Context: an optimization exercise on an open-source flow, tuned for small area, a short achievable clock period and few clock cycles. The choices shown serve that exercise and are no tape-out recipe.
Only simulation tests tie the RTL to the original design; equivalence was not proved.

==> flow/design.v, too long to show whole: its modules and the start of the top module <==
// module matrix_mult_3x3: 96 lines
// module matrix_add_sub_3x3: 78 lines
// module kalman_fsm_3d: 55 lines
// module kalman_axis: 1225 lines
module kalman_fsm_3d #(
    parameter DATA_WIDTH = 32,
    parameter K_SCALED = 137
)(
    input  wire clk,
    input  wire rst,
    input  wire start,
    input  wire signed [DATA_WIDTH-1:0] z_in_x,
    input  wire signed [DATA_WIDTH-1:0] z_in_y,
    input  wire signed [DATA_WIDTH-1:0] z_in_z,
    output reg signed [DATA_WIDTH-1:0] x_out_x,
    output reg signed [DATA_WIDTH-1:0] x_out_y,
    output reg signed [DATA_WIDTH-1:0] x_out_z,
    output reg done
);
  // ...
==> flow/run.sh <==
#!/bin/bash
# synth_recipe.tcl (not shown) runs the flow's synth.tcl, then flattens the netlist and writes it again
# the make line also repeats each setting of config.mk as NAME=value (left out here)
make -C /OpenROAD-flow-scripts/flow DESIGN_CONFIG=/design/flow/config.mk WORK_HOME=/design/flow/orfs CLKGATE_MAP_FILE= SYNTH_SCRIPT=/design/flow/synth_recipe.tcl finish
==> flow/config.mk <==
export PLATFORM = sky130hd
export DESIGN_NAME = kalman_fsm_3d
export DESIGN_NICKNAME = kalman_fsm_3d
export VERILOG_FILES = /design/flow/design.v
export SDC_FILE = /design/flow/constraint.sdc
export NUM_CORES = 4
export LEC_CHECK = 0
export CAP_MARGIN = 20
export CORE_MARGIN = 2
export CORE_UTILIZATION = 40
export PLACE_DENSITY = 0.6
export SLEW_MARGIN = 20
==> flow/constraint.sdc <==
create_clock -name core_clock -period 10.0 [get_ports {clk}]
set_input_delay 2.0000 -clock core_clock [delete_from_list [all_inputs] [get_ports {clk}]]
set_output_delay 2.0000 -clock core_clock [all_outputs]
set_load 0.01 [all_outputs]
==> impl_results.md, run 1 <==
* Top-count cell post-synth: inv_1
* DR vias at 21750
* Worst setup path end: x_state_y[29]$_DFF_P_
* Per-cell routed wire length at 16.02 µm
* Most frequent cells in the layout: inv_1 (789), ha_1 (447), fa_1 (423)
* Starting DRC count in detailed routing at 977
* Cts repair resizes at 0
* Post-CTS Repair Setup Buffers at 0
* Number of synthesized flops with an enable pin at 0
* Full die area at 0.07755 mm²
* Hold Path Sink: xp_x[4]$_DFFE_PP0P_
* Hold Crit Class: reg -> reg
* Root Driver: clkbuf_16
* CP arrival at roughly 9400 ps
* Clk buf depth at 2
* Most common cell on crit path: fa_1
* CTS tree: done
* Hold_sp: xp_x[4]$_DFFE_PP0P_
* Final-report setup violation count at 0
* Status: no timing/DRC/antenna violations
* Gr busiest metal: met2
* Primary FF master, synth: dfrtp_1
* Main area contributors after synthesis: fa_1 (28%), ha_1 (19%), inv_1 (9.8%)
* Crit Path Class: in -> reg
* Dominant class by area: multi-input gates
* Router iterations before antenna repair at 5
Testbench counts, summed over its fixed seeds: cycles 4,088.
==> inputs of run 2 (changes only) <==
==> flow/flow/run.sh (new file) <==
#!/bin/bash
# The standard layout (the standard.sh: ORFS synthesis to finish, all
# settings from config.mk), except that the port buffers that global
# placement inserts on every input and output are the smallest buffer
# (buf_1) instead of the cell buffer_ports picks by default
# (clkdlybuf4s50_1, a delay cell).  Every port is still buffered.
# ORFS writes each tool's log under orfs/logs/; make's own output goes to
# standard.log here.
set -euo pipefail
export BUFFER_PORTS_ARGS="-buffer_cell sky130_fd_sc_hd__buf_1"
bash standard.sh > standard.log 2>&1
==> flow/standard.sh (new file) <==
#!/bin/bash
# synth_recipe.tcl (not shown) runs the flow's synth.tcl, then flattens the netlist and writes it again
# the make line also repeats each setting of config.mk as NAME=value (left out here)
make -C /OpenROAD-flow-scripts/flow DESIGN_CONFIG=/design/flow/config.mk WORK_HOME=/design/flow/orfs CLKGATE_MAP_FILE= SYNTH_SCRIPT=/design/flow/synth_recipe.tcl "${@:-finish}"
--- a/flow/config.mk
+++ b/flow/config.mk
@@ -11,2 +11,3 @@
 export PLACE_DENSITY = 0.6
+export SETUP_SLACK_MARGIN = 3
 export SLEW_MARGIN = 20
removed: flow/run.sh
==> impl_results.md, run 2 <==
* Status: no timing/DRC/antenna violations
* Layout area overhead at 18.81%
* Slew headroom at 36.45%
* Crit Path Class: in -> reg
* Max Clock Freq at 0.1261 GHz
* CP required at 10390 ps
* CP max stage delay at 570 ps
* Routed Wire Length at 76460 µm
* Clk slew on worst S/H paths at 80 ps
* XOR/XNOR share of the synthesized area at 7.436%
* Router iterations before antenna repair at 5 (unchanged)
* Multiplexer share of the synthesized area at 0.1412%
* Clk buf depth at 2 (unchanged)
* Worst Setup SP: z_in_y[6]
* Die X at 278.5 µm
* Wl on met1 at 34620 µm
* Minimum clock period at a little under 8000 ps
* Top cells by count, synth: inv_1 (790), ha_1 (447), fa_1 (423), nand2_1 (177), a21oi_1 (156)
* Met3 wire len at 3271 µm
* CP arrival at 8310 ps (-1050 ps)
* # nets final at between 4000 and 5000
* CTS tree: done
* IO Count at 196
* Post-Place Worst Slack at around 1500 ps
* Largest net degree at the start of global routing at 94
* Final HPWL DP at 64020 µm
* Antenna violations before repair at 2
* Unrepaired setup endpoints after global routing: yes
* Synth warn at 1
* Die H at 278.5 µm
* Count of state elements after synthesis at 193
* Synth area leader: fa_1
* Fill cell count at slightly above 7000
* Vias/cell at just under 5
* Mean Syn Cell Area at 9.212 µm²
* Mapped Area at 0.03013 mm²
* DRC at 0
* Number of diodes at 0
* Share of the synthesized area in the top cell type at 28.10%
* Hold_sp: xp_x[4]$_DFFE_PP0P_
* Fin Setup TNS at 0 ps
* Post-synthesis compound-gate area fraction at about an eighth
* R2R setup slack at 2150 ps
* Row cnt at 100
* Number of synthesized flops with an enable pin at 0 (unchanged)
* Hold Violations, Final at 0
* Global-route wire length before repair at 122800 µm
* H-tree depth at 4
* Crit end category: flip-flop
* Tcrit/Tclk final at 79.27%
* Per-cell routed wire length at 16.72 µm (+4.4%)
* Max-slew violation count at 0
* Reg-to-Reg Start: xp_y[6]$_DFFE_PP0P_
* Worst Tran Pin Value at 953.3 ps
* Async S/R FF share, synth at 50.26%
* Full die area at 0.07755 mm² (unchanged)
* Dpl cells at ~4400
* Syn nets at roughly 4200
* Synth Area in Simple Gates at 8.267%
* Top sig layer: met5
* Largest family of logic cells by synthesized area: adder cells
* Vias in the first global route at 23330
* Final WS setup at around 2100 ps
* Worst-skew pair later-pin latency at roughly 500 ps
* Commonest non-fill, non-tap cell in the layout: inv_1
* Synth cell types at 73
* Fin cells at 4572
* Grt total ovfl at 0
* Slowest cell on the critical path: fa_1
* Top-count cell post-synth: inv_1
* Core region area at 0.07457 mm²
* Critical Path Fanout Max at 4
* Hold Buf Count CTS at 0
* Initial core utilization at approximately 40%
* # port buffers at ~200
* Gr usage total at 20.30%
* GPL Wtd Cong at approximately 0.88
* Layout cells sized above 1 at between 10% and 20%
* Family with the most delay on the worst path: compound AO/OA/AOI/OAI gates
* CTS Buf Count at 17
* Sequential cell area fraction in the yosys report at between 10% and 20%
* Post-Synthesis Cells at 3271
* Main area contributors after synthesis: fa_1 (28%), ha_1 (19%), inv_1 (9.8%)
* Most frequent cells in the layout: inv_1 (769), fa_1 (415), ha_1 (390)
* Max Cap Viol at 0
* Synth Area in Adders at 46.66%
* Final ANT Viol Nets at 0
* Root Driver: clkbuf_16
* Critical Path Start Type: input pin
* DR vias at 22550 (+3.7%)
* Primary FF master, synth: dfrtp_1
* Clock sinks at a little under 200
* Worst clock skew at 18.11 ps
* Hold Crit Class: reg -> reg
* CP bufs+invs at 5
* Metal2 WL at 36730 µm
* Final-report setup violation count at 0 (unchanged)
* Starting DRC count in detailed routing at 878 (-10%)
## run 2: timing repair
action	in CTS	in global routing
endpoints found under the setup margin	68	80
gates resized for setup	159	119
pin swaps	148	129
setup buffers	87	52
## run 2: routing by layer
| layer | GRT usage, % | up-vias |
|---|---|---|
| met3 | 3.291 | 91 |
| li1 | - | 11090 |
| met2 | 34.30 | 350 |
| met4 | 5.583 | 4 |
| met5 | 0 | - |
| met1 | 26.92 | 11010 |
## run 2: area by class of cell
cell class              count  area, µm²  area share [%]
repair buffers            337       1899           5.305
clock buffers              21      460.4           1.286
flip-flops and latches    193       4355           12.17
inverters                 790       2978           8.318
well taps                 969       1212           3.387
multi-input cells        2251      24800           69.28
clock inverters            11      92.59          0.2586
## run 2: stage by stage
stage	instance area, µm²	util, %	hold WS (ps)
global route	35800	48.01	530.1
detailed placement	32690	43.84	474.2
global placement	32690	43.84	464.0
CTS	34790	46.66	491.2
finish	35800	48.01	483.4
floorplan	30900	-	449.8
## run 2: worst paths after layout
| check | to | cells past startpoint |
|---|---|---|
| min in group asynchronous | xp_y[22]$_DFFE_PP0P_ | 2 |
| min | xp_x[4]$_DFFE_PP0P_ | 2 |
| min reg2reg | xp_x[4]$_DFFE_PP0P_ | 2 |
| max | x_state_y[28]$_DFF_P_ | 29 |
| max reg2reg | x_state_y[28]$_DFF_P_ | 31 |
| max in group asynchronous | xp_y[1]$_DFFE_PP0P_ | 3 |
## run 2: logic make-up (layout without fill, tap and decap cells)
group / count (synthesis) / in the layout
compound gates: 598 / 598
xor+xnor: 255 / 255
fa+ha+maj: 870 / 870
buf+inv: 827 / 1159
flops: 193 / 193
mux: 4 / 4
simple gates: 524 / 524
## run 2: worst register-to-register path, delay by kind of cell (launching register included)
| kind | cells | cell delay, ps |
|---|---|---|
| buffers and inverters | 5 | 560 |
| AO/OA/AOI/OAI | 12 | 2940 |
| AND/OR/NAND/NOR | 5 | 630 |
| adder cells (fa/ha/maj) | 7 | 2900 |
| flip-flops | 1 | 490 |
| XOR/XNOR | 2 | 220 |
==> inputs of run 3 (changes only) <==
--- a/flow/config.mk
+++ b/flow/config.mk
@@ -11,3 +11,3 @@
 export PLACE_DENSITY = 0.6
-export SETUP_SLACK_MARGIN = 3
+export SETUP_SLACK_MARGIN = 4
 export SLEW_MARGIN = 20
==> impl_results.md, run 3 <==
* Vias in the first global route at 23690 (+1.5%)
* Tcrit/Tclk final at 78.89% (-0.38 points)
* Worst-skew pair later-pin latency at 500 ps (about the same)
* Share of the synthesized area in the top cell type at 28.10% (unchanged)
* Worst clock skew at 17.73 ps (-0.3808 ps)
* Primary FF master, synth: dfrtp_1
* R2R setup slack at 2190 ps (+40 ps)
* Synth warn at 1 (unchanged)
* Synth cell types at 73 (unchanged)
* Global-route met1 utilization at 26.63% (-0.30 points)
* Unrepaired setup endpoints after global routing: yes
* Routed Wire Length at 77510 µm (+1.4%)
* Sequential cell area fraction in the yosys report at 14.43% (unchanged)
* Grt met3 use at 3.887% (+0.60 points)
* Die X at 278.5 µm (unchanged)
* Syn nets at 4240 (unchanged)
* Fill cell count at 7003 (-1.8%)
* Per-cell routed wire length at 16.80 µm (+0.43%)
* Clk buf depth at 2 (unchanged)
* Final ANT Viol Nets at 0 (unchanged)
* Root Driver: clkbuf_16
* CTS tree: done
* Mapped Area at 0.03013 mm² (unchanged)
* Hold_sp: xp_x[4]$_DFFE_PP0P_
* Router iterations before antenna repair at 5 (unchanged)
* Worst Tran Pin Value at 902.9 ps (-50.37 ps)
* Crit end category: flip-flop
* Reg-to-Reg Start: xp_y[6]$_DFFE_PP0P_
* Number of diodes at 0 (unchanged)
* Vias/cell at 4.941 (+0.17%)
* Slew headroom at 39.80% (+3.4 points)
* Hold Violations, Final at 0 (unchanged)
* Max-slew violation count at 0 (unchanged)
* Top cells by count, synth: inv_1 (790), ha_1 (447), fa_1 (423), nand2_1 (177), a21oi_1 (156)
* R2r endpoint: x_state_y[30]$_DFF_P_
* CTS Buf Count at 17 (unchanged)
* Hold Path Sink: xp_x[4]$_DFFE_PP0P_
* Max Cap Viol at 0 (unchanged)
* Final-report setup violation count at 0 (unchanged)
* # nets final at 4602 (+0.94%)
* Gr busiest metal: met2
* Critical Path Fanout Max at 4 (unchanged)
* Number of synthesized flops with an enable pin at 0 (unchanged)
* Final HPWL DP at 64050 µm (about the same)
* Async S/R FF share, synth at 50.26% (unchanged)
* Hold Crit Class: reg -> reg
* Layout area overhead at 21.08%
* Initial core utilization at 40.41% (unchanged)
* Post-Synthesis Cells at 3271 (unchanged)
* GPL Wtd Cong at 0.8811 (about the same)
* Antenna violations before repair at 2 (unchanged)
* Max Clock Freq at 0.1268 GHz (+0.48%)
* Critical Path Start Type: input pin
* Commonest non-fill, non-tap cell in the layout: inv_1
* # port buffers at 195 (unchanged)
* H-tree depth at 4 (unchanged)
* Crit Path Class: in -> reg
* DR vias at 22800 (+1.1%)
* Layout cells sized above 1 at 16.29% (+2.1 points)
* Worst Setup SP: z_in_y[6]
* Fin Setup TNS at 0 ps (unchanged)
* Global-route wire length before repair at 123400 µm (+0.53%)
* Die H at 278.5 µm (unchanged)
* Gr usage total at 20.39% (+0.096 points)
* Clk slew on worst S/H paths at 70 ps (about the same)
* Count of state elements after synthesis at 193 (unchanged)
* Clock sinks at 193 (unchanged)
* DRC at 0 (unchanged)
* IO Count at 196 (unchanged)
* Minimum clock period at 7889 ps (-38.04 ps)
* Main area contributors after synthesis: fa_1 (28%), ha_1 (19%), inv_1 (9.8%)
* CP arrival at 8280 ps (-30 ps)
* Most frequent cells in the layout: inv_1 (758), fa_1 (411), ha_1 (393)
* Status: no timing/DRC/antenna violations
* Full die area at 0.07755 mm² (unchanged)
* Hold Buf Count CTS at 0 (unchanged)
* Starting DRC count in detailed routing at 890 (+1.4%)
* Reg2Reg Depth at 29 (-6.5%)
* Mean Syn Cell Area at 9.212 µm² (unchanged)
* GRT met2 Usage at 34.80% (+0.50 points)
* Grt total ovfl at 0 (unchanged)
* Top-count cell post-synth: inv_1
* Row cnt at 100 (unchanged)
* Hold Path Cell Cnt at 2 (unchanged)
* Hold_ws at 485.5 ps (+2.105 ps)
* CP required at 10390 ps (about the same)
* Largest net degree at the start of global routing at 94 (unchanged)
* Synth area leader: fa_1
* Core region area at 0.07457 mm² (unchanged)
run 3: cell counts after synthesis:
No cell type changed its count.
run 3: logic make-up (layout without fill, tap and decap cells):
logic type	Yosys count	count (layout)	share of synthesized area [%]
AOI/OAI and AO/OA	598	598	12.57
DFF	193	193	14.43
adders and majority gates	870	870	46.66
and+or+nand+nor	524	524	8.267
muxes	4	4	0.1412
buffers and inverters	827	1202	10.49
xor gates and xnor gates	255	255	7.436
run 3: routing by layer:
layer	vias up	part of all wire (%)
li1	11180	-
met1	11250	45
met2	290	49
met3	81	3.9
met4	4	2.1
met5	-	0.025
run 3: cell type report:
type	count	area (µm²)	area share, %
inverter	790	2975	8.155
clock buffer	23	467.9	1.283
tap	969	1212	3.323
timing repair buffer	380	2301	6.306
clock inverter	9	72.57	0.1989
sequential	193	4354	11.93
multi-input combinational	2251	25100	68.80
run 3: how the worst max path moves through the flow:
stage | end | depth (start not counted)
after floorplan | x_state_y[29]$_DFF_P_ | 26
final | x_state_y[30]$_DFF_P_ | 27
after global routing | x_state_y[29]$_DFF_P_ | 30
after detailed placement | x_state_y[30]$_DFF_P_ | 25
after CTS | x_state_y[30]$_DFF_P_ | 26
after global placement | x_state_z[31]$_DFF_P_ | 30
run 3: timing repair:
item                                    CTS  global route
gates resized for setup                 200           147
pin swaps                               159           130
endpoints found under the hold margin     0             0
cloned                                    0             0
setup buffers                           121            61
endpoints found under the setup margin   89            92
run 3: worst max-delay path: stages:
cell	delay, ps
buf_1	90
fa_1	580
ha_4	230
a21o_1	160
a21o_1	170
a2111oi_4	400
o41ai_4	150
o41a_1	420
a21oi_2	190
nor2b_2	70
o21a_2	250
nor2_4	160
xnor2_2	100
fa_1	530
inv_1	60
fa_1	490
inv_2	50
ha_4	260
nand4_1	140
nor3_2	180
nand4b_1	150
a21o_1	240
a2111o_1	450
a211o_1	290
a31o_1	220
nor2b_4	140
xnor2_2	120
run 3: metrics by stage:
stage / area, µm² / util [%] / std cells / setup WS [ps]
after floorplan: 30960 / - / 3271 / 2172
after global placement: 32750 / 43.91 / 4401 / 1621
after detailed placement: 32750 / 43.91 / 4401 / 1463
after CTS: 35350 / 47.41 / 4554 / 2154
after global routing: 36490 / 48.93 / 4615 / 1856
final: 36490 / 48.93 / 4615 / 2111
==> inputs of run 4 (changes only) <==
--- a/flow/config.mk
+++ b/flow/config.mk
@@ -11,3 +11,3 @@
 export PLACE_DENSITY = 0.6
-export SETUP_SLACK_MARGIN = 4
+export SETUP_SLACK_MARGIN = 2
 export SLEW_MARGIN = 20
==> impl_results.md, run 4 <==
* Top cells by count, synth: inv_1 (790), ha_1 (447), fa_1 (423), nand2_1 (177), a21oi_1 (156)
* DR vias at 21980 (-3.6%)
* Starting DRC count in detailed routing at 842 (-5.4%)
* Minimum clock period at 7921 ps (+32.09 ps)
* Most frequent cells in the layout: inv_1 (788), ha_1 (436), fa_1 (420)
* Fin Setup TNS at 0 ps (unchanged)
* Vias/cell at 4.919 (-0.43%)
* Critical Path Start Type: input pin
* Worst-skew pair later-pin latency at 480 ps (-20 ps)
* Async S/R FF share, synth at 50.26% (unchanged)
* Layout cells sized above 1 at 6.173% (-10 points)
* Reg2Reg Depth at 29 (unchanged)
* Per-cell routed wire length at 16.22 µm (-3.5%)
* CP required at 10370 ps (-20 ps)
* Tcrit/Tclk final at 79.21% (+0.32 points)
* CP max stage delay at 600 ps (+20 ps)
* Gr usage total at 19.29% (-1.1 points)
* Vias in the first global route at 22540 (-4.9%)
* Routed Wire Length at 72470 µm (-6.5%)
* Die X at 278.5 µm (unchanged)
* Top-count cell post-synth: inv_1
* Hold Path Cell Cnt at 2 (unchanged)
* IO Count at 196 (unchanged)
* Largest net degree at the start of global routing at 114 (+21%)
* Placed cell area at 0.03198 mm² (-2.4%)
* Syn nets at 4240 (unchanged)
* Hold_sp: xp_x[4]$_DFFE_PP0P_
* Hold Violations, Final at 0 (unchanged)
* Layout Utilization at 45.04% (-3.9 points)
* Commonest non-fill, non-tap cell in the layout: inv_1
* Crit end category: flip-flop
* Clock sinks at 193 (unchanged)
* # port buffers at 195 (unchanged)
* Unrepaired setup endpoints after global routing: yes
* Crit Path Class: in -> reg
* Family with the most delay on the worst path: compound AO/OA/AOI/OAI gates
* Router iterations before antenna repair at 5 (unchanged)
* R2R setup slack at 2220 ps (+30 ps)
* Reg-to-Reg Start: xp_y[7]$_DFFE_PP0P_
* Final HPWL DP at 62600 µm (-2.3%)
* Share of the synthesized area in the top cell type at 28.10% (unchanged)
* Max-slew violation count at 0 (unchanged)
* Worst clock skew at 14.83 ps (-2.906 ps)
* Final-report setup violation count at 0 (unchanged)
* Fin area at 0.03359 mm² (-7.9%)
* DRC at 0 (unchanged)
* Core region area at 0.07457 mm² (unchanged)
* Number of synthesized flops with an enable pin at 0 (unchanged)
* Max Cap Viol at 0 (unchanged)
* Hold Buf Count CTS at 0 (unchanged)
* # nets final at 4455 (-3.2%)
* Synth area leader: fa_1
* Max Clock Freq at 0.1262 GHz (-0.40%)
* Worst Tran Pin Value at 996.0 ps (+93.09 ps)
* Antenna violations before repair at 2 (unchanged)
* GPL Wtd Cong at 0.8625 (-2.1%)
* Dpl cells at 4401 (unchanged)
* Count of state elements after synthesis at 193 (unchanged)
* H-tree depth at 4 (unchanged)
* CTS tree: done
* Final ANT Viol Nets at 0 (unchanged)
* Primary FF master, synth: dfrtp_1
* Post-Synthesis Cells at 3271 (unchanged)
* Clk slew on worst S/H paths at 70 ps (about the same)
* Grt total ovfl at 0 (unchanged)
* Layout area overhead at 11.46%
* Global-route wire length before repair at 117100 µm (-5.2%)
* Clk buf depth at 2 (unchanged)
* CTS Buf Count at 17 (unchanged)
* Root Driver: clkbuf_16
* Synth warn at 1 (unchanged)
* R2r endpoint: x_state_y[30]$_DFF_P_
* Full die area at 0.07755 mm² (unchanged)
* Mapped Area at 0.03013 mm² (unchanged)
* Sequential cell area fraction in the yosys report at 14.43% (unchanged)
* Critical Path Fanout Max at 4 (unchanged)
* Initial core utilization at 40.41% (unchanged)
* Slowest cell on the critical path: fa_1
* Fin cells at 4469 (-3.2%)
* CP bufs+invs at 3 (unchanged)
* Die H at 278.5 µm (unchanged)
* Slew headroom at 33.60% (-6.2 points)
* Main area contributors after synthesis: fa_1 (28%), ha_1 (19%), inv_1 (9.8%)
* Hold Path Sink: xp_x[4]$_DFFE_PP0P_
* Hold Crit Class: reg -> reg
* CP arrival at 8290 ps (about the same)
* Synth cell types at 73 (unchanged)
* Mean Syn Cell Area at 9.212 µm² (unchanged)
* Row cnt at 100 (unchanged)
* Status: no timing/DRC/antenna violations
-- run 4: cell counts after synthesis --
No cell type changed its count.
-- run 4: cell type report --
type	count	area (µm²)
fillers	7312	40990
multi-input cells	2251	23460
flip-flops and latches	193	4349
inverters	790	2968
well taps	969	1212
repair buffers	233	1017
clock buffers	20	446.7
clock inverters	12	126.4
diodes	1	2.502
-- run 4: per-stage QoR --
| step | worst slack (ps) | hold slack (ps) |
|---|---|---|
| final | 2079 | 491.3 |
| after global routing | 1811 | 515.9 |
| after CTS | 1917 | 491.4 |
| after detailed placement | 1038 | 474.8 |
| after global placement | 988.8 | 465.9 |
| after floorplan | 1946 | 449.8 |
-- run 4: worst max-delay path by stage --
stage,slack (ps),cells past startpoint,startpoint,to
floorplan,1950,26,z_in_y[6],x_state_y[29]$_DFF_P_
global placement,990,27,z_in_z[1],x_state_z[31]$_DFF_P_
detailed placement,1040,27,z_in_z[1],x_state_z[31]$_DFF_P_
CTS,1920,27,z_in_y[5],x_state_y[30]$_DFF_P_
global route,1810,29,z_in_y[5],x_state_y[30]$_DFF_P_
finish,2080,27,z_in_y[6],x_state_y[30]$_DFF_P_
-- run 4: kinds of logic after synthesis --
kind of cell | after synthesis | synth area share (%)
buffers and inverters | 827 | 10.49
XOR/XNOR | 255 | 7.436
flip-flops | 193 | 14.43
AND/OR/NAND/NOR | 524 | 8.267
AO/OA/AOI/OAI | 598 | 12.57
adder cells (fa/ha/maj) | 870 | 46.66
multiplexers | 4 | 0.1412
-- run 4: routing by layer --
metal / GRT usage, % / wire (µm) / up-vias
li1: - / - / 10880
met1: 25.10 / 32970 / 10750
met2: 33.46 / 35210 / 292
met3: 3.769 / 3239 / 63
met4: 3.681 / 1030 / 4
met5: 0 / 22 / -
-- run 4: repair_timing --
item	4_1_cts	5_1_grt
buffers inserted	16	19
resized for setup	45	105
endpoints found under the setup margin	30	45
pin swaps	22	43
-- run 4: worst register-to-register path: cells and delay by family (launching register included) --
kind	cells	cell delay, ps
buffers and inverters	3	300
XOR/XNOR	2	230
AND/OR/NAND/NOR	8	1050
flip-flops	1	500
adder cells (fa/ha/maj)	7	2970
AO/OA/AOI/OAI	9	2600
==> inputs of run 5 (changes only) <==
--- a/flow/config.mk
+++ b/flow/config.mk
@@ -11,3 +11,3 @@
 export PLACE_DENSITY = 0.6
-export SETUP_SLACK_MARGIN = 2
+export SETUP_SLACK_MARGIN = 1.5
 export SLEW_MARGIN = 20
==> impl_results.md, run 5 <==
* Layout area overhead at 8.304%
* CTS tree: done
* Vias in the first global route at 22390 (-0.66%)
* Hold Buf Count CTS at 0 (unchanged)
* # port buffers at 195 (unchanged)
* Final HPWL DP at 62500 µm (-0.17%)
* Async S/R FF share, synth at 50.26% (unchanged)
* Final ANT Viol Nets at 0 (unchanged)
* Worst Setup SP: z_in_y[5]
* Synth cell types at 73 (unchanged)
* Fin Setup TNS at 0 ps (unchanged)
* Initial core utilization at 40.41% (unchanged)
* Layout cells sized above 1 at 2.537% (-3.6 points)
* Layout Utilization at 43.77% (-1.3 points)
* Root Driver: clkbuf_16
* Hold Crit Class: reg -> reg
* Global-route wire length before repair at 115700 µm (-1.2%)
* Worst-skew pair later-pin latency at 500 ps (+20 ps)
* Synth area leader: fa_1
* Router iterations before antenna repair at 6 (+1)
* IO Count at 196 (unchanged)
* CP required at 10380 ps (about the same)
* Critical Path Start Type: input pin
* Slowest cell on the critical path: fa_1
* H-tree depth at 4 (unchanged)
* Unrepaired setup endpoints after global routing: yes
* Top-count cell post-synth: inv_1
* Count of state elements after synthesis at 193 (unchanged)
* Synth warn at 1 (unchanged)
* Routed Wire Length at 70960 µm (-2.1%)
* GPL Wtd Cong at 0.8729 (+1.2%)
* Synth Area in Adders at 46.66% (unchanged)
* Hold_sp: xp_x[4]$_DFFE_PP0P_
* XOR/XNOR share of the synthesized area at 7.436% (unchanged)
* Max Cap Viol at 0 (unchanged)
* Hold Violations, Final at 0 (unchanged)
* Largest family of logic cells by synthesized area: adder cells
* Mean Syn Cell Area at 9.212 µm² (unchanged)
* Final-report setup violation count at 0 (unchanged)
* Vias/cell at 4.887 (-0.66%)
* Per-cell routed wire length at 15.98 µm (-1.4%)
* Gr usage total at 19.13% (-0.17 points)
* Clock sinks at 193 (unchanged)
* Mapped Area at 0.03013 mm² (unchanged)
* Max-slew violation count at 0 (unchanged)
* Worst clock skew at 15.16 ps (+0.3342 ps)
* Antenna violations before repair at 2 (unchanged)
* Synth Area in Simple Gates at 8.267% (unchanged)
* DR vias at 21690 (-1.3%)
* Number of synthesized flops with an enable pin at 0 (unchanged)
* # nets final at 4424 (-0.70%)
* Die H at 278.5 µm (unchanged)
* CTS Buf Count at 17 (unchanged)
* Syn nets at 4240 (unchanged)
* Main area contributors after synthesis: fa_1 (28%), ha_1 (19%), inv_1 (9.8%)
* Max Clock Freq at 0.1217 GHz (-3.6%)
* Post-Synthesis Cells at 3271 (unchanged)
* Die X at 278.5 µm (unchanged)
* Critical Path Fanout Max at 4 (unchanged)
* Core region area at 0.07457 mm² (unchanged)
* Clk slew on worst S/H paths at 80 ps (about the same)
* DRC at 0 (unchanged)
* Row cnt at 100 (unchanged)
* Commonest non-fill, non-tap cell in the layout: inv_1
* Worst Tran Pin Value at 919.2 ps (-76.86 ps)
* Full die area at 0.07755 mm² (unchanged)
* Post-synthesis compound-gate area fraction at 12.57% (unchanged)
* Top cells by count, synth: inv_1 (790), ha_1 (447), fa_1 (423), nand2_1 (177), a21oi_1 (156)
* Crit Path Class: in -> reg
* Tcrit/Tclk final at 82.19% (+3.0 points)
* Grt total ovfl at 0 (unchanged)
* Primary FF master, synth: dfrtp_1
* CP arrival at 8600 ps (+310 ps)
* Reg-to-Reg Start: xp_y[8]$_DFFE_PP0P_
* CP max stage delay at 590 ps (about the same)
* Multiplexer share of the synthesized area at 0.1412% (unchanged)
* Clk buf depth at 2 (unchanged)
* Slew headroom at 38.72% (+5.1 points)
* Starting DRC count in detailed routing at 928 (+10%)
* Share of the synthesized area in the top cell type at 28.10% (unchanged)
* Sequential cell area fraction in the yosys report at 14.43% (unchanged)
* Most frequent cells in the layout: inv_1 (789), ha_1 (447), fa_1 (421)
* Largest net degree at the start of global routing at 98 (-14%)
* Crit end category: flip-flop
* Minimum clock period at 8219 ps (+298.1 ps)
* Status: no timing/DRC/antenna violations
==> run 5: final timing paths <==
| check | endpoint | slack [ps] | depth (start not counted) |
|---|---|---|---|
| setup / recovery | x_state_y[29]$_DFF_P_ | 1780 | 33 |
| hold / removal | xp_x[4]$_DFFE_PP0P_ | 480 | 2 |
| setup reg to reg | x_state_y[29]$_DFF_P_ | 1940 | 35 |
| hold reg to reg | xp_x[4]$_DFFE_PP0P_ | 480 | 2 |
| max in group asynchronous | xp_y[12]$_DFFE_PP0P_ | 7060 | 3 |
| min in group asynchronous | done$_DFFE_PP0P_ | 1570 | 2 |
==> run 5: per-layer routing <==
layer,share of wire [%],up-vias,global-route usage (%)
met5,0,-,0
met4,1.6,0,4.329
met3,4.2,58,3.618
met2,48,280,32.72
met1,46,10520,25.07
li1,-,10840,-
==> run 5: area by class of cell <==
type | count | area (µm²)
Antenna cell | 2 | 5.005
Clock buffer | 18 | 429.2
Clock inverter | 14 | 120.1
Fill cell | 7427 | 41940
Inverter | 790 | 2968
Multi-Input combinational cell | 2251 | 22770
Sequential cell | 193 | 4349
Tap cell | 969 | 1212
Timing Repair Buffer | 202 | 784.5
==> run 5: kinds of logic after synthesis <==
group / Yosys count
AO/OA/AOI/OAI: 598
AND/OR/NAND/NOR: 524
multiplexers: 4
XOR/XNOR: 255
adder cells (fa/ha/maj): 870
flip-flops: 193
buffers and inverters: 827
==> run 5: stage by stage <==
stage,instance area [µm²],hold slack [ps],instances,setup WS (ps)
floorplan,30130,449.8,3271,1762
global placement,31930,463.3,4402,1116
detailed placement,31930,473.9,4402,1057
CTS,32480,490.6,4434,1589
global route,32630,521.1,4437,1455
finish,32640,481.2,4439,1781
==> run 5: worst max-delay path, delay by kind of cell <==
family,cells,cell delay (ps)
AOI/OAI and AO/OA,18,3660
adders and majority gates,5,2010
xor gates and xnor gates,1,120
buffers and inverters,6,450
and+or+nand+nor,3,350
==> run 5: repair_timing <==
action / in CTS / in global routing
endpoints found under the hold margin: 0 / 0
gates resized for setup: 0 / 32
buffers inserted: 0 / 3
setup endpoints to repair: 0 / 28
==> inputs of run 6 (changes only) <==
--- a/flow/config.mk
+++ b/flow/config.mk
@@ -10,4 +10,5 @@
 export CORE_UTILIZATION = 40
+export CTS_BUF_LIST = sky130_fd_sc_hd__clkbuf_4 sky130_fd_sc_hd__clkbuf_8
 export PLACE_DENSITY = 0.6
-export SETUP_SLACK_MARGIN = 1.5
+export SETUP_SLACK_MARGIN = 2
 export SLEW_MARGIN = 20
==> impl_results.md, run 6 <==
* Primary FF master, synth: dfrtp_1
* Die X at 278.5 µm (unchanged)
* Final HPWL DP at 62600 µm (+0.17%)
* # port buffers at 195 (unchanged)
* Family with the most delay on the worst path: compound AO/OA/AOI/OAI gates
* Fin Setup TNS at 0 ps (unchanged)
* Mapped Area at 0.03013 mm² (unchanged)
* Synth cell types at 73 (unchanged)
* Sequential cell area fraction in the yosys report at 14.43% (unchanged)
* Synth area leader: fa_1
* Tcrit/Tclk final at 80.53% (-1.7 points)
* CP required at 10460 ps (+80 ps)
* Slew headroom at 32.53% (-6.2 points)
* Fill cell count at 7338 (-1.2%)
* Row cnt at 100 (unchanged)
* IO Count at 196 (unchanged)
* Critical Path Fanout Max at 4 (unchanged)
* CP max stage delay at 540 ps (-50 ps)
* Dpl cells at 4401 (-0.023%)
* R2R setup slack at 2030 ps (+90 ps)
* CTS tree: done
* Largest net degree at the start of global routing at 114 (+16%)
* Share of the synthesized area in the top cell type at 28.10% (unchanged)
* Routed Wire Length at 72260 µm (+1.8%)
* Starting DRC count in detailed routing at 851 (-8.3%)
* Per-cell routed wire length at 16.17 µm (+1.1%)
* Crit Path Class: in -> reg
* H-tree depth at 4 (unchanged)
* Clk buf depth at 2 (unchanged)
* Global-route wire length before repair at 116200 µm (+0.42%)
* Full die area at 0.07755 mm² (unchanged)
* Slowest cell on the critical path: o41a_1
* Worst Tran Pin Value at 1012 ps (+92.88 ps)
* Fin cells at 4470 (+0.70%)
* Hold Violations, Final at 0 (unchanged)
* Async S/R FF share, synth at 50.26% (unchanged)
* Commonest non-fill, non-tap cell in the layout: inv_1
* CP arrival at 8510 ps (-90 ps)
* Unrepaired setup endpoints after global routing: yes
* Grt total ovfl at 0 (unchanged)
* Hold Crit Class: reg -> reg
* Antenna violations before repair at 3 (+1)
* Status: no timing/DRC/antenna violations
* Worst clock skew at 24.80 ps (+9.639 ps)
* DRC at 0 (unchanged)
* Hold Path Cell Cnt at 2 (unchanged)
* Hold Path Sink: xp_z[4]$_DFFE_PP0P_
* Most frequent cells in the layout: inv_1 (783), ha_1 (434), fa_1 (421)
* Minimum clock period at 8053 ps (-166.3 ps)
* Number of synthesized flops with an enable pin at 0 (unchanged)
* Die H at 278.5 µm (unchanged)
* Clock sinks at 193 (unchanged)
* Top-count cell post-synth: inv_1
* Root Driver: clkbuf_8
* Vias in the first global route at 22370 (-0.094%)
* Layout cells sized above 1 at 6.171% (+3.6 points)
* Mean Syn Cell Area at 9.212 µm² (unchanged)
* Count of state elements after synthesis at 193 (unchanged)
* Worst-skew pair later-pin latency at 570 ps (+70 ps)
* GPL Wtd Cong at 0.8625 (-1.2%)
* CTS Buf Count at 17 (unchanged)
* Hold_sp: xp_z[4]$_DFFE_PP0P_
* Syn nets at 4240 (unchanged)
* Crit end category: flip-flop
* Clk slew on worst S/H paths at 110 ps (+30 ps)
* Reg-to-Reg Start: xp_y[7]$_DFFE_PP0P_
* Layout area overhead at 10.62%
* Max Clock Freq at 0.1242 GHz (+2.1%)
* CP bufs+invs at 3 (-3)
* Initial core utilization at 40.41% (unchanged)
* Max Cap Viol at 0 (unchanged)
* Max-slew violation count at 0 (unchanged)
* Final-report setup violation count at 0 (unchanged)
* Core region area at 0.07457 mm² (unchanged)
* R2r endpoint: x_state_y[30]$_DFF_P_
* Synth warn at 1 (unchanged)
* Final ANT Viol Nets at 0 (unchanged)
* Post-Synthesis Cells at 3271 (unchanged)
* Vias/cell at 4.909 (+0.45%)
* Critical Path Start Type: input pin
* Top cells by count, synth: inv_1 (790), ha_1 (447), fa_1 (423), nand2_1 (177), a21oi_1 (156)
* DR vias at 21940 (+1.2%)
* Reg2Reg Depth at 27 (-23%)
* Worst Setup SP: z_in_y[5]
* Router iterations before antenna repair at 5 (-1)
* Main area contributors after synthesis: fa_1 (28%), ha_1 (19%), inv_1 (9.8%)
* # nets final at 4456 (+0.72%)
* Gr usage total at 19.17% (+0.041 points)
-- run 6: repair_timing --
action                     in CTS  in global routing
hold buffers                    0                  0
gates resized for setup        20                125
gates cloned                    0                  0
pin swaps                       3                 46
setup buffers                   1                 35
setup endpoints to repair      25                 48
-- run 6: how the worst max path moves through the flow --
stage / cells past startpoint / slack, ps / end
after floorplan: 26 / 1950 / x_state_y[29]$_DFF_P_
after global placement: 27 / 990 / x_state_z[31]$_DFF_P_
after detailed placement: 27 / 1040 / x_state_z[31]$_DFF_P_
after CTS: 27 / 1910 / x_state_y[30]$_DFF_P_
after global routing: 29 / 1750 / x_state_y[30]$_DFF_P_
final: 26 / 1950 / x_state_y[30]$_DFF_P_
-- run 6: worst min-delay path, delay by kind of cell (launching register included) --
| kind | cells | cell delay, ps |
|---|---|---|
| AND/OR/NAND/NOR | 1 | 50 |
| flip-flops | 1 | 360 |
| AO/OA/AOI/OAI | 1 | 60 |
-- run 6: layout make-up --
class / count / area (µm²) / share of cell area (%)
antenna: 1 / 2.502 / 0.007507
clock buffer: 20 / 262.8 / 0.7883
clock inverter: 12 / 126.4 / 0.3791
inverter: 790 / 2975 / 8.926
multi-input combinational: 2251 / 23360 / 70.09
sequential: 193 / 4360 / 13.08
tap: 969 / 1212 / 3.637
timing repair buffer: 234 / 1028 / 3.085
-- run 6: logic make-up after synthesis --
logic type                 Yosys count  share of synthesized area [%]
adders and majority gates          870                          46.66
buffers and inverters              827                          10.49
AOI/OAI and AO/OA                  598                          12.57
and+or+nand+nor                    524                          8.267
xor gates and xnor gates           255                          7.436
DFF                                193                          14.43
muxes                                4                         0.1412
-- run 6: per-layer routing --
metal	routed length [µm]	track usage, %	up-vias	part of all wire (%)
li1	-	-	10890	-
met1	33340	25.08	10740	46
met2	35160	33.19	254	49
met3	2839	3.694	54	3.9
met4	906	3.502	4	1.3
met5	22	0	-	0.030
-- run 6: through the flow --
stage	hold slack, ps	area (µm²)	util (%)	setup slack (ps)
after floorplan	449.8	30190	-	1946
after global placement	465.9	31980	42.88	988.8
after detailed placement	474.8	31980	42.88	1038
after CTS	498.5	32460	43.53	1912
after global routing	524.8	33330	44.70	1753
final	500.1	33330	44.70	1947
==> inputs of run 7 (changes only) <==
--- a/flow/config.mk
+++ b/flow/config.mk
@@ -9,5 +9,4 @@
 export CORE_MARGIN = 2
-export CORE_UTILIZATION = 40
-export CTS_BUF_LIST = sky130_fd_sc_hd__clkbuf_4 sky130_fd_sc_hd__clkbuf_8
-export PLACE_DENSITY = 0.6
+export CORE_UTILIZATION = 60
+export PLACE_DENSITY = 0.75
 export SETUP_SLACK_MARGIN = 2
==> impl_results.md, run 7 <==
* Status: no timing/DRC/antenna violations
* Router iterations before antenna repair at 5 (unchanged)
* Die H at 228.1 µm (-18%)
* Initial core utilization at 60.43% (+20 points)
* R2r endpoint: x_state_y[30]$_DFF_P_
* Top-count cell post-synth: inv_1
* DR vias at 22710 (+3.5%)
* Final ANT Viol Nets at 0 (unchanged)
* Mapped Area at 0.03013 mm² (unchanged)
* Crit Path Class: in -> reg
* CP required at 10370 ps (-90 ps)
* Crit end category: flip-flop
* Async S/R FF share, synth at 50.26% (unchanged)
* Critical Path Start Type: input pin
* Worst Setup SP: z_in_y[5]
* Share of the synthesized area in the top cell type at 28.10% (unchanged)
* Largest net degree at the start of global routing at 85 (-25%)
* Sequential cell area at 0.004350 mm² (-0.23%)
* Global-route wire length before repair at 116200 µm (about the same)
* Worst setup path end: x_state_y[30]$_DFF_P_
* Number of synthesized flops with an enable pin at 0 (unchanged)
* Synth cell types at 73 (unchanged)
* Hold Violations, Final at 0 (unchanged)
* Worst-skew pair later-pin latency at 470 ps (-100 ps)
* Top cells by count, synth: inv_1 (790), ha_1 (447), fa_1 (423), nand2_1 (177), a21oi_1 (156)
* Multi-input combinational cell area at 0.02355 mm² (+0.79%)
* Reg2Reg Depth at 29 (+7.4%)
* R2R setup slack at 2150 ps (+120 ps)
* Final WS setup at 2034 ps (+86.62 ps)
* Layout cells sized above 1 at 6.956% (+0.78 points)
* Die X at 228.1 µm (-18%)
* Clk slew on worst S/H paths at 80 ps (-30 ps)
* CP max stage delay at 500 ps (-40 ps)
* Critical Path Fanout Max at 4 (unchanged)
* Primary FF master, synth: dfrtp_1
* Syn nets at 4240 (unchanged)
* Reg-to-Reg Start: xp_y[6]$_DFFE_PP0P_
* DRC at 0 (unchanged)
* Row cnt at 82 (-18%)
* CTS Buf Count at 17 (unchanged)
* Per-cell routed wire length at 17.00 µm (+5.2%)
* Worst clock skew at 16.23 ps (-8.574 ps)
* # nets final at 4464 (+0.18%)
* Most frequent cells in the layout: inv_1 (785), ha_1 (426), fa_1 (420)
* Fin cells at 4181 (-6.5%)
* Final HPWL DP at 59200 µm (-5.4%)
* Vias in the first global route at 23770 (+6.2%)
* Final-report setup violation count at 0 (unchanged)
* IO Count at 196 (unchanged)
* Antenna violations before repair at 2 (-1)
* Slowest cell on the critical path: fa_1
* Clk buf depth at 2 (unchanged)
* Count of state elements after synthesis at 193 (unchanged)
* Tcrit/Tclk final at 79.66% (-0.87 points)
* Most common cell on crit path: inv_1
* Routed Wire Length at 71090 µm (-1.6%)
* Max Clock Freq at 0.1255 GHz (+1.1%)
* Hold Crit Class: reg -> reg
* Slew headroom at 41.82% (+9.3 points)
* Unrepaired setup endpoints after global routing: yes
* CP arrival at 8330 ps (-180 ps)
* CTS tree: done
* Fin Setup TNS at 0 ps (unchanged)
* Starting DRC count in detailed routing at 1065 (+25%)
* # port buffers at 195 (unchanged)
* Placed cell area at 0.03162 mm² (-1.1%)
* GPL Wtd Cong at 0.9156 (+6.2%)
* Hold Buf Count CTS at 0 (unchanged)
* Sequential cell area fraction in the yosys report at 14.43% (unchanged)
* Vias/cell at 5.431 (+11%)
* Gr usage total at 28.04% (+8.9 points)
* Synth area leader: fa_1
* Fin area at 0.03340 mm² (+0.20%)
* Full die area at 0.05203 mm² (-33%)
* Main area contributors after synthesis: fa_1 (28%), ha_1 (19%), inv_1 (9.8%)
* Post-Synthesis Cells at 3271 (unchanged)
* Synth warn at 1 (unchanged)
* Commonest non-fill, non-tap cell in the layout: inv_1
* Mean Syn Cell Area at 9.212 µm² (unchanged)
* Clock sinks at 193 (unchanged)
* Hold_ws at 484.1 ps (-15.93 ps)
* Minimum clock period at 7966 ps (-86.62 ps)
* Max Cap Viol at 0 (unchanged)
* Worst Tran Pin Value at 872.8 ps (-139.3 ps)
* Layout Utilization at 66.98% (+22 points)
* Layout area overhead at 10.83%
* Dpl cells at 4104 (-6.7%)
* Core region area at 0.04986 mm² (-33%)
* Root Driver: clkbuf_16
* Fill cell count at 4062 (-45%)
* Post-Place Worst Slack at 1172 ps (+134.8 ps)
* Max-slew violation count at 0 (unchanged)
* Grt total ovfl at 0 (unchanged)
* H-tree depth at 4 (unchanged)
==> run 7: cell types whose count changed in the layout (fill, tap and decap cells not counted), sizes merged <==
cell      previous run  this run
clkinv               4         6
clkinvlp             4         1
inv                793       796
buf                234       242
clkbuf              20        18
==> run 7: worst max-delay path: cells and delay by family <==
family	cells	cell delay [ps]
compound gates	11	3090
xor+xnor	2	230
fa+ha+maj	5	1920
buf+inv	5	280
simple gates	6	830
==> run 7: area by class of cell <==
cell class	count	area share, %
Multi-Input combinational cell	2251	70.51
Sequential cell	193	13.03
Inverter	790	8.886
Timing Repair Buffer	242	3.308
Tap cell	672	2.518
Clock buffer	18	1.315
Clock inverter	14	0.4271
Antenna cell	1	0.007493
==> run 7: worst min path at each step <==
stage | startpoint | to | slack (ps) | cells after the start
floorplan | xp_x[4]$_DFFE_PP0P_ | xp_x[4]$_DFFE_PP0P_ | 450 | 2
global placement | xp_y[4]$_DFFE_PP0P_ | xp_y[4]$_DFFE_PP0P_ | 470 | 2
detailed placement | xp_x[4]$_DFFE_PP0P_ | xp_x[4]$_DFFE_PP0P_ | 470 | 2
CTS | xp_x[4]$_DFFE_PP0P_ | xp_x[4]$_DFFE_PP0P_ | 490 | 2
global route | xp_x[4]$_DFFE_PP0P_ | xp_x[4]$_DFFE_PP0P_ | 540 | 2
finish | xp_x[4]$_DFFE_PP0P_ | xp_x[4]$_DFFE_PP0P_ | 480 | 2
==> run 7: per-layer routing <==
metal	GRT usage (%)	wire length [µm]	vias up	part of all wire, %
met5	0	0	-	0
met1	35.23	29920	11130	42
met4	9.130	2114	0	3.0
met3	4.263	3290	144	4.6
li1	-	-	10920	-
met2	49.58	35760	518	50
==> run 7: kinds of logic (layout without fill, tap and decap cells) <==
group           Yosys count  after routing  synth area share, %
fa+ha+maj               870            870                46.66
buf+inv                 827           1064                10.49
compound gates          598            598                12.57
simple gates            524            524                8.267
xor+xnor                255            255                7.436
flops                   193            193                14.43
mux                       4              4               0.1412
other cells               0              1                    0
==> run 7: repair_timing <==
item,4_1_cts,5_1_grt
endpoints found under the setup margin,23,48
resized for setup,55,114
pin swaps,39,62
setup buffers,27,17
==> inputs of run 8 (changes only) <==
--- a/flow/config.mk
+++ b/flow/config.mk
@@ -9,3 +9,3 @@
 export CORE_MARGIN = 2
-export CORE_UTILIZATION = 60
+export CORE_UTILIZATION = 40
 export PLACE_DENSITY = 0.75
==> impl_results.md, run 8 <==
* CP required at 10390 ps (+20 ps)
* Top cells by count, synth: inv_1 (790), ha_1 (447), fa_1 (423), nand2_1 (177), a21oi_1 (156)
* Post-Synthesis Cells at 3271 (unchanged)
* Per-cell routed wire length at 16.39 µm (-3.6%)
* Gr usage total at 19.32% (-8.7 points)
* Vias/cell at 5.074 (-6.6%)
* Initial core utilization at 40.41% (-20 points)
* Placed cell area at 0.03198 mm² (+1.1%)
* Crit Path Class: in -> reg
* CTS Buf Count at 17 (unchanged)
* Worst Tran Pin Value at 910.1 ps (+37.31 ps)
* Mean Syn Cell Area at 9.212 µm² (unchanged)
* Slew headroom at 39.33% (-2.5 points)
* Fin area at 0.03384 mm² (+1.3%)
* Layout area overhead at 12.30%
* Hold_ws at 494.8 ps (+10.70 ps)
* Sequential cell area fraction in the yosys report at 14.43% (unchanged)
* Die H at 278.5 µm (+22%)
* Antenna violations before repair at 1 (-1)
* Synth warn at 1 (unchanged)
* Starting DRC count in detailed routing at 945 (-11%)
* Hold Crit Class: reg -> reg
* CP max stage delay at 540 ps (+40 ps)
* Critical Path Start Type: input pin
* Async S/R FF share, synth at 50.26% (unchanged)
* Syn nets at 4240 (unchanged)
* Final ANT Viol Nets at 0 (unchanged)
* Critical Path Fanout Max at 4 (unchanged)
* Hold Buf Count CTS at 0 (unchanged)
* CP arrival at 8440 ps (+110 ps)
* CP bufs+invs at 4 (-1)
* Row cnt at 100 (+22%)
* GPL Wtd Cong at 0.9191 (+0.38%)
* Router iterations before antenna repair at 5 (unchanged)
* Die X at 278.5 µm (+22%)
* Synth cell types at 73 (unchanged)
* Full die area at 0.07755 mm² (+49%)
* Vias in the first global route at 23500 (-1.1%)
* # port buffers at 195 (unchanged)
* DR vias at 22750 (+0.16%)
* Clk slew on worst S/H paths at 80 ps (about the same)
* Routed Wire Length at 73470 µm (+3.3%)
* Share of the synthesized area in the top cell type at 28.10% (unchanged)
* Synth area leader: fa_1
* R2R setup slack at 2070 ps (-80 ps)
* Family with the most delay on the worst path: compound AO/OA/AOI/OAI gates
* CTS tree: done
* Worst clock skew at 13.05 ps (-3.179 ps)
* Mapped Area at 0.03013 mm² (unchanged)
* Max Cap Viol at 0 (unchanged)
* Top-count cell post-synth: inv_1
* DRC at 0 (unchanged)
* Tcrit/Tclk final at 80.52% (+0.85 points)
* Clk buf depth at 2 (unchanged)
* Count of state elements after synthesis at 193 (unchanged)
* Final HPWL DP at 62230 µm (+5.1%)
* Primary FF master, synth: dfrtp_1
* Max Clock Freq at 0.1242 GHz (-1.1%)
* Fin Setup TNS at 0 ps (unchanged)
* H-tree depth at 4 (unchanged)
* Unrepaired setup endpoints after global routing: yes
* Layout cells sized above 1 at 6.862% (-0.093 points)
* # nets final at 4468 (+0.090%)
* Slowest cell on the critical path: fa_1
* IO Count at 196 (unchanged)
* Final-report setup violation count at 0 (unchanged)
* Minimum clock period at 8052 ps (+85.13 ps)
* Grt total ovfl at 0 (unchanged)
* Hold Violations, Final at 0 (unchanged)
* Largest net degree at the start of global routing at 98 (+15%)
* Clock sinks at 193 (unchanged)
* Max-slew violation count at 0 (unchanged)
* Main area contributors after synthesis: fa_1 (28%), ha_1 (19%), inv_1 (9.8%)
* Status: no timing/DRC/antenna violations
* Number of synthesized flops with an enable pin at 0 (unchanged)
* Worst-skew pair later-pin latency at 500 ps (+30 ps)
* Global-route wire length before repair at 118800 µm (+2.2%)
* Crit end category: flip-flop
* Commonest non-fill, non-tap cell in the layout: inv_1
* Layout Utilization at 45.38% (-22 points)
* Core region area at 0.07457 mm² (+50%)
* Most frequent cells in the layout: inv_1 (786), ha_1 (431), fa_1 (421)
* Root Driver: clkbuf_16
## run 8: kinds of logic (layout without fill, tap and decap cells)
group | after synthesis | in the layout | share of synthesized area [%]
adder cells (fa/ha/maj) | 870 | 870 | 46.66
flip-flops | 193 | 193 | 14.43
XOR/XNOR | 255 | 255 | 7.436
multiplexers | 4 | 4 | 0.1412
other | 0 | 2 | 0
buffers and inverters | 827 | 1068 | 10.49
AO/OA/AOI/OAI | 598 | 598 | 12.57
AND/OR/NAND/NOR | 524 | 524 | 8.267
## run 8: area by class of cell
type / instances / area, µm²
Fill cell: 7019 / 40730
Multi-Input combinational cell: 2251 / 23560
Sequential cell: 193 / 4350
Inverter: 790 / 2968
Tap cell: 969 / 1212
Timing Repair Buffer: 246 / 1119
Clock buffer: 17 / 425.4
Clock inverter: 15 / 197.7
Antenna cell: 2 / 5.005
## run 8: layer usage
layer,track usage (%),share of wire (%)
met1,23.99,42
met2,33.54,49
met3,4.508,6.2
met4,5.307,2.3
met5,0,0
## run 8: path summary, 6_finish.rpt
check                                     from                    end  cells after the start
min in group asynchronous                  rst       done$_DFFE_PP0P_                      2
min                        xp_x[4]$_DFFE_PP0P_    xp_x[4]$_DFFE_PP0P_                      2
min reg2reg                xp_x[4]$_DFFE_PP0P_    xp_x[4]$_DFFE_PP0P_                      2
max reg2reg                xp_y[7]$_DFFE_PP0P_  x_state_y[30]$_DFF_P_                     28
max                                  z_in_y[6]  x_state_y[30]$_DFF_P_                     27
max in group asynchronous                  rst    xp_y[6]$_DFFE_PP0P_                      3
## run 8: repair_timing
action,in CTS,in global routing
gates resized for setup,47,126
setup endpoints to repair,25,49
hold endpoints to repair,0,0
pin swaps,35,75
setup buffers,23,25
## run 8: stage by stage
stage	std cells	setup WS, ps
after global routing	4481	1737
after global placement	4401	1168
final	4483	1948
after floorplan	3271	1946
after CTS	4456	1989
after detailed placement	4401	1089
## run 8: worst min-delay path: cells and delay by family, from the launching register on
family / cells / cell delay [ps]
and+or+nand+nor: 1 / 50
AOI/OAI and AO/OA: 1 / 60
DFF: 1 / 350
==> inputs of run 9 (changes only) <==
--- a/flow/config.mk
+++ b/flow/config.mk
@@ -10,3 +10,3 @@
 export CORE_UTILIZATION = 40
-export PLACE_DENSITY = 0.75
+export PLACE_DENSITY = 0.5
 export SETUP_SLACK_MARGIN = 2
==> impl_results.md, run 9 <==
* Antenna violations before repair at 0 (-1)
* Starting DRC count in detailed routing at 760 (-20%)
* Router iterations before antenna repair at 5 (unchanged)
* Gr busiest metal: met2
* DRC at 0 (unchanged)
* Placed cell area at 0.03198 mm² (unchanged)
* CTS tree: done
* H-tree depth at 4 (unchanged)
* CTS Buf Count at 17 (unchanged)
* Crit Path Class: in -> reg
* Crit end category: flip-flop
* IO Count at 196 (unchanged)
* Top cells by count, synth: inv_1 (790), ha_1 (447), fa_1 (423), nand2_1 (177), a21oi_1 (156)
* # port buffers at 195 (unchanged)
* Most frequent cells in the layout: inv_1 (785), ha_1 (430), fa_1 (420)
* Critical Path Start Type: input pin
* Final-report setup violation count at 0 (unchanged)
* Vias in the first global route at 23930 (+1.8%)
* Unrepaired setup endpoints after global routing: yes
* CP arrival at 8310 ps (-130 ps)
* CP max stage delay at 570 ps (+30 ps)
* Largest net degree at the start of global routing at 87 (-11%)
* Initial core utilization at 40.41% (unchanged)
* Async S/R FF share, synth at 50.26% (unchanged)
* Global-route wire length before repair at 124700 µm (+5.0%)
* Main area contributors after synthesis: fa_1 (28%), ha_1 (19%), inv_1 (9.8%)
* Grt total ovfl at 0 (unchanged)
* Synth warn at 1 (unchanged)
* Routed Wire Length at 76830 µm (+4.6%)
* Synth cell types at 73 (unchanged)
* Fin area at 0.03379 mm² (-0.14%)
* Row cnt at 100 (unchanged)
* GPL Wtd Cong at 0.8917 (-3.0%)
* Clk buf depth at 2 (unchanged)
* Vias/cell at 4.981 (-1.8%)
* Top-count cell post-synth: inv_1
* Tcrit/Tclk final at 79.23% (-1.3 points)
* Hold Buf Count CTS at 0 (unchanged)
* Mean Syn Cell Area at 9.212 µm² (unchanged)
* Max-slew violation count at 0 (unchanged)
* Family with the most delay on the worst path: compound AO/OA/AOI/OAI gates
* Clock sinks at 193 (unchanged)
* # nets final at 4460 (-0.18%)
* Die H at 278.5 µm (unchanged)
* Layout cells sized above 1 at 6.878% (+0.016 points)
* Core region area at 0.07457 mm² (unchanged)
* Number of synthesized flops with an enable pin at 0 (unchanged)
* Per-cell routed wire length at 17.18 µm (+4.8%)
* Status: no timing/DRC/antenna violations
* Syn nets at 4240 (unchanged)
* Sequential cell area fraction in the yosys report at 14.43% (unchanged)
* Hold Crit Class: reg -> reg
* Max Clock Freq at 0.1262 GHz (+1.6%)
* Worst clock skew at 19.83 ps (+6.787 ps)
* Layout area overhead at 12.15%
* Final HPWL DP at 66580 µm (+7.0%)
* Mapped Area at 0.03013 mm² (unchanged)
* CP required at 10390 ps (about the same)
* Full die area at 0.07755 mm² (unchanged)
* GRT met2 Usage at 37.56% (+4.0 points)
* Layout Utilization at 45.32% (-0.062 points)
* DR vias at 22280 (-2.0%)
* Grt met3 use at 3.392% (-1.1 points)
* Root Driver: clkbuf_16
* Gr usage total at 20.65% (+1.3 points)
* Critical Path Fanout Max at 4 (unchanged)
* Number of diodes at 0 (-2)
* CP bufs+invs at 3 (-1)
* Primary FF master, synth: dfrtp_1
* Commonest non-fill, non-tap cell in the layout: inv_1
* Global-route met1 utilization at 25.03% (+1.0 points)
* Final ANT Viol Nets at 0 (unchanged)
* Count of state elements after synthesis at 193 (unchanged)
* Fin Setup TNS at 0 ps (unchanged)
* Worst Tran Pin Value at 877.4 ps (-32.68 ps)
* Share of the synthesized area in the top cell type at 28.10% (unchanged)
* Max Cap Viol at 0 (unchanged)
* Synth area leader: fa_1
* Clk slew on worst S/H paths at 90 ps (about the same)
* Worst-skew pair later-pin latency at 490 ps (about the same)
* Post-Synthesis Cells at 3271 (unchanged)
* Hold Violations, Final at 0 (unchanged)
* Minimum clock period at 7923 ps (-128.5 ps)
* Die X at 278.5 µm (unchanged)
* Slew headroom at 41.51% (+2.2 points)
* Slowest cell on the critical path: fa_1
[run 9: cell counts after synthesis]
Identical to the previous run, type by type.
[run 9: through the flow]
stage	hold WS, ps	setup WS (ps)	instances
detailed placement	482.4	1068	4401
CTS	503.5	1910	4452
finish	495.8	2077	4473
global route	554.1	1858	4473
global placement	469.0	1056	4401
floorplan	449.8	1946	3271
[run 9: kinds of logic (layout without fill, tap and decap cells)]
logic type                 after synthesis  after routing  synth area share, %
and+or+nand+nor                        524            524                8.267
AOI/OAI and AO/OA                      598            598                12.57
muxes                                    4              4               0.1412
adders and majority gates              870            870                46.66
buffers and inverters                  827           1060                10.49
xor gates and xnor gates               255            255                7.436
DFF                                    193            193                14.43
[run 9: per-layer routing]
layer	share of wire [%]	vias up
met5	0	-
met4	2.4	0
met3	3.8	88
met2	51	330
met1	43	10980
li1	-	10890
[run 9: worst paths after layout]
kind,startpoint,to,slack (ps),cells after the start
worst max-delay path,z_in_y[6],x_state_y[30]$_DFF_P_,2080,26
worst min-delay path,xp_x[4]$_DFFE_PP0P_,xp_x[4]$_DFFE_PP0P_,500,2
worst max register to register,xp_y[7]$_DFFE_PP0P_,x_state_y[30]$_DFF_P_,2170,27
worst min register to register,xp_x[4]$_DFFE_PP0P_,xp_x[4]$_DFFE_PP0P_,500,2
max in group asynchronous,rst,xp_y[8]$_DFFE_PP0P_,6980,3
min in group asynchronous,rst,done$_DFFE_PP0P_,1630,2
[run 9: repair_timing]
| item | 4_1_cts | 5_1_grt |
|---|---|---|
| resized for setup | 55 | 122 |
| setup buffers | 19 | 21 |
| cloned | 0 | 0 |
| pin swaps | 43 | 68 |
| endpoints found under the setup margin | 32 | 52 |
[run 9: tightest hold or removal path, stage by stage (launching register included)]
cell,delay (ps)
dfrtp_1,350
nand2_1,50
o21ai_0,60
[run 9: layout make-up]
type,instances,area (µm²)
inverters,790,2968
clock inverters,14,166.4
multi-input cells,2251,23610
well taps,969,1212
flip-flops and latches,193,4354
clock buffers,18,429.2
fillers,7358,40780
repair buffers,238,1059

-- separate check: timing with driven ports --
In the flow no input, the clock included, has a driving cell. The finished layouts below were timed again as built, in two steps. Step 1, drivers: a clkbuf_16 drives clk and a buf_2 each remaining input, both assumed. Step 2 times the ports against the registers' clock, not the clock port: input delays grow and output delays shrink by t, the midpoint of the rising clock arrivals with the driver on. a / b / c = ideal ports / drivers / drivers and shift; a / b = the first two.
run	t, ns	setup slack, ns	hold slack, ns	slew at the worst register clock pin (ns)
run 1	0.544	1.010 / 1.046 / 0.502	0.484 / 0.484 / 0.484	0.09 / 0.09
run 2	0.546	2.073 / 2.109 / 1.564	0.483 / 0.483 / 0.483	0.09 / 0.09
run 3	0.552	2.111 / 2.148 / 1.596	0.485 / 0.485 / 0.485	0.08 / 0.08
run 4	0.534	2.079 / 2.115 / 1.582	0.491 / 0.491 / 0.491	0.08 / 0.08
run 5	0.550	1.781 / 1.820 / 1.269	0.481 / 0.481 / 0.481	0.08 / 0.08
run 6	0.617	1.947 / 1.983 / 1.366	0.500 / 0.500 / 0.500	0.12 / 0.12
run 7	0.514	2.034 / 2.058 / 1.544	0.484 / 0.484 / 0.484	0.08 / 0.08
run 8	0.543	1.948 / 1.981 / 1.438	0.495 / 0.495 / 0.495	0.08 / 0.08
run 9	0.543	2.077 / 2.117 / 1.574	0.496 / 0.496 / 0.496	0.09 / 0.09
After both steps setup and hold are still met in every run listed. For run 6, which loses most, drivers alone change the setup slack by +0.036 ns; drivers and shift together by -0.581 ns.
